Source: an optimization exercise on an open RTL-to-GDS flow (aim: small area, a short achievable clock period and few clock cycles per item). Production flows keep margins and buffers that such runs may drop.
RTL that was checked went through simulation tests only; none was proved equivalent to the original.
Power and IR drop assume default switching activity.

## lc4_processor
module lc4_processor(input wire         clk,
                     input wire         rst,
                     input wire         gwe,
                     output wire [15:0] o_cur_pc,
                     input wire [15:0]  i_cur_insn_A,
                     input wire [15:0]  i_cur_insn_B,
                     output wire [15:0] o_dmem_addr,
                     input wire [15:0]  i_cur_dmem_data,
                     output wire        o_dmem_we,
                     output wire [15:0] o_dmem_towrite,
                     output wire [ 1:0] test_stall_A,
                     output wire [ 1:0] test_stall_B,
                     output wire [15:0] test_cur_pc_A,
                     output wire [15:0] test_cur_pc_B,
                     output wire [15:0] test_cur_insn_A,
                     output wire [15:0] test_cur_insn_B,
                     output wire        test_regfile_we_A,
                     output wire        test_regfile_we_B,
                     output wire [ 2:0] test_regfile_wsel_A,
                     output wire [ 2:0] test_regfile_wsel_B,
                     output wire [15:0] test_regfile_data_A,
                     output wire [15:0] test_regfile_data_B,
                     output wire        test_nzp_we_A,
                     output wire        test_nzp_we_B,
                     output wire [ 2:0] test_nzp_new_bits_A,
                     output wire [ 2:0] test_nzp_new_bits_B,
                     output wire        test_dmem_we_A,
                     output wire        test_dmem_we_B,
                     output wire [15:0] test_dmem_addr_A,
                     output wire [15:0] test_dmem_addr_B,
                     output wire [15:0] test_dmem_data_A,
                     output wire [15:0] test_dmem_data_B,
                     input  wire [ 7:0] switch_data,
                     output wire [15:0] seven_segment_data,
                     output wire [ 7:0] led_data
                     );
   localparam S   = 2;                        
   localparam NCH = 16 / S;                   
   reg [15:0] pc;                             
  ...
For scale: ~3000 cells after synthesis, ~340 flip-flops, about 0.029 mm² of cells after synthesis.
clock: 38.0 ns
lec_check: 0
cap_margin: 30
core_margin: 2
core_utilization: 40
slew_margin: 50
buffer_ports_args: -buffer_cell sky130_fd_sc_hd__buf_4
standard.sh (not shown) runs the stock make flow with config.mk's settings and CLKGATE_MAP_FILE= SYNTH_SCRIPT=/design/flow/synth_recipe.tcl, a recipe that flattens the netlist after the stock synthesis.
==> flow/flow/run.sh <==
#!/bin/bash
set -euo pipefail
cat >> config.mk <<'EOC'
export BUFFER_PORTS_ARGS = -buffer_cell sky130_fd_sc_hd__buf_4
EOC
bash standard.sh > flow.log 2>&1
Rerun with:
--- a/flow/design.v
+++ b/flow/design.v
@@ -71,24 +71,25 @@
                      output wire [15:0] test_dmem_addr_B,
                      output wire [15:0] test_dmem_data_A,
                      output wire [15:0] test_dmem_data_B,
                      input  wire [ 7:0] switch_data,
                      output wire [15:0] seven_segment_data,
                      output wire [ 7:0] led_data
                      );
    localparam S   = 2;                        
    localparam NCH = 16 / S;                   
    reg [15:0] pc;                             
    reg        d_valid;                        
    reg [2:0]  d_rs, d_rt;                     
+   reg        d_byp_s, d_byp_t;               
    reg [15:0] d_insn;                         
    reg        m_valid;                        
    reg [15:0] m_pc, m_insn, m_res, m_sdata;
    reg [15:0] m_addr;                         
    reg        m_rwe, m_nzp_we, m_load, m_store_we;
    reg [2:0]  m_wsel;
    reg        w_stall;                        
    reg [15:0] w_pc, w_insn, w_data, w_addr;
    reg        w_rwe, w_nzp_we, w_dwe, w_mem, w_mem_hi;    
    reg [2:0]  w_wsel, w_nzp;
    reg [15:0] rf [0:7];
    reg [2:0]  nzp;
@@ -120,27 +121,27 @@
    wire is_div   = op_ar & ~I[5] & (I[4:3] == 2'b11);
    wire is_mod   = op_sh & (I[5:4] == 2'b11);
    wire is_divmod = is_div | is_mod;
    wire [2:0] rs_sel = d_rs;                  
    wire [2:0] rt_sel = d_rt;
    wire rs_re = op_ar | op_cmp | (op_jsr & ~I[11]) | op_log | op_ldr | op_str |
                 op_rti | op_sh | (op_jmp & ~I[11]) | op_hic;
    wire rt_re = (op_ar & ~I[5]) | (op_cmp & ~I[8]) |
                 (op_log & ~I[5] & (I[4:3] != 2'b01)) | op_str | is_mod;
    wire x_rwe = op_ar | op_jsr | op_log | op_ldr | op_con | op_sh | op_hic | op_trap;
    wire [2:0] x_wsel = (op_jsr | op_trap) ? 3'd7 : I[11:9];
    wire x_nzp_we = x_rwe | op_cmp;
-   wire m_fwd = m_valid & m_rwe & ~m_load;
-   wire [15:0] rs_val = (m_fwd && m_wsel == rs_sel) ? m_res : rf[rs_sel];
-   wire [15:0] rt_val = (m_fwd && m_wsel == rt_sel) ? m_res : rf[rt_sel];
+   wire [15:0] rs_val = d_byp_s ? m_res : rf[rs_sel];
+   wire [15:0] rt_val = d_byp_t ? m_res : rf[rt_sel];
+   wire x_fwd = d_valid & x_rwe & ~op_ldr;    
    wire m_ld = m_valid & m_load;
    wire br_real = op_br & (I[11:9] != 3'b000);
    wire lu_stall = m_ld & (((m_wsel == rs_sel) & rs_re) | ((m_wsel == rt_sel) & rt_re) | br_real);
    wire div_stall;
    wire x_stall = d_valid & (lu_stall | div_stall);
    wire [15:0] a = rs_val;
    wire [15:0] b = rt_val;
    wire [15:0] imm5 = {{11{I[4]}}, I[4:0]};
    wire [15:0] imm6 = {{10{I[5]}}, I[5:0]};
    wire [15:0] imm7 = {{9{I[6] & ~I[7]}}, I[6:0]};   
    wire [15:0] imm9 = {{7{I[8]}}, I[8:0]};
    wire addsub_neg = is_sub | op_cmp | is_divmod;
@@ -219,36 +220,45 @@
                             .s(rel_tgt), .co());
    wire redirect = d_valid & (br_taken | jmp_rel | op_jsr | op_rti | (op_jmp & ~I[11]) | op_trap);
    wire [15:0] tgt = (op_br | op_jmp & I[11]) ? rel_tgt :
                      (op_jsr & I[11])          ? {d_pc[15], I[10:0], 4'b0000} :
                      op_trap                   ? {8'h80, I[7:0]} : a;
    wire [15:0] w_data_n = m_load ? i_cur_dmem_data : m_store_we ? m_sdata : m_res;
    wire m_mem = m_load | m_store_we;
    always @(posedge clk) begin
       if (gwe) begin
          if (rst) begin
             pc      <= 16'h8200;
             d_valid <= 1'b0;
+            d_byp_s <= 1'b0;
+            d_byp_t <= 1'b0;
             m_valid <= 1'b0;
             w_stall <= 1'b1;
             nzp     <= 3'b000;
             dv_cnt  <= 3'd0;
          end else begin
             if (!x_stall) begin
                pc      <= redirect ? tgt : pc + 16'd1;
                d_valid <= ~redirect;
                d_insn  <= i_cur_insn_A;
                d_rs    <= f_rs;
                d_rt    <= f_rt;
             end
+            if (x_stall) begin                   
+               d_byp_s <= 1'b0;
+               d_byp_t <= 1'b0;
+            end else begin
+               d_byp_s <= x_fwd & (f_rs == x_wsel);
+               d_byp_t <= x_fwd & (f_rt == x_wsel);
+            end
             if (d_valid & is_divmod & ~lu_stall)
                dv_cnt <= div_stall ? dv_cnt_n : 3'd0;
             m_valid <= d_valid & ~x_stall;
             w_stall <= ~m_valid;
             if (~w_stall & w_nzp_we) nzp <= w_nzp;
          end
          m_pc       <= d_pc;
          m_insn     <= d_insn;
          m_res      <= is_divmod ? (is_div ? div_res : mod_res) : x_res;    
          m_addr     <= dv_busy ? dv_r_n  : sum[15:0];
          m_sdata    <= dv_busy ? dv_aq_n : rt_val;
          m_rwe      <= x_rwe;
Via count goes up by 3.5%. First-iteration DRC count rises by 27%. Clock power is lower by about 1%. Die area rises by 1.5%. Register-to-register slack improved by 0.54 ns. Cell count came out higher by 1.4%. Routed wire length came out higher by 1.9%. Fmax climbs by 5.8%. Core utilization went down by 0.19 points. Total power climbs by 6.3%. Global-route usage is about the same. Count of clock-buffer cells in the layout grows by 2.
Testbench counts after the change, summed over its fixed seeds: cycles 73,510, instructions 64,000.
No functional check of the RTL was part of the first run of this note.

[static timing again, ports no longer ideal]
No port has a modelled driver above. Below, the same layouts with a new extraction and two added sets of constraints.
Step 1, drivers: a clkbuf_16 drives clk and a buf_2 each remaining input, both assumed.
Step 2, shift: input delay + t, output delay - t, t = (earliest + latest rising clock arrival at the registers) / 2. This alone moves slack from input paths to output paths.
Three values: no drivers, after step 1, after step 2; two values: the first two.
| run | t, ns | slack for setup (ns) | slew at the worst register clock pin (ns) |
|---|---|---|---|
| the first run | 0.627 | 28.130 / 28.130 / 28.130 | 0.06 / 0.06 |
| the second run | 0.642 | 28.668 / 28.668 / 28.320 | 0.06 / 0.06 |
After both steps every run listed still meets setup and hold. For the second run, which loses most, drivers alone change the setup slack by 0.000 ns; drivers and shift together by -0.348 ns.
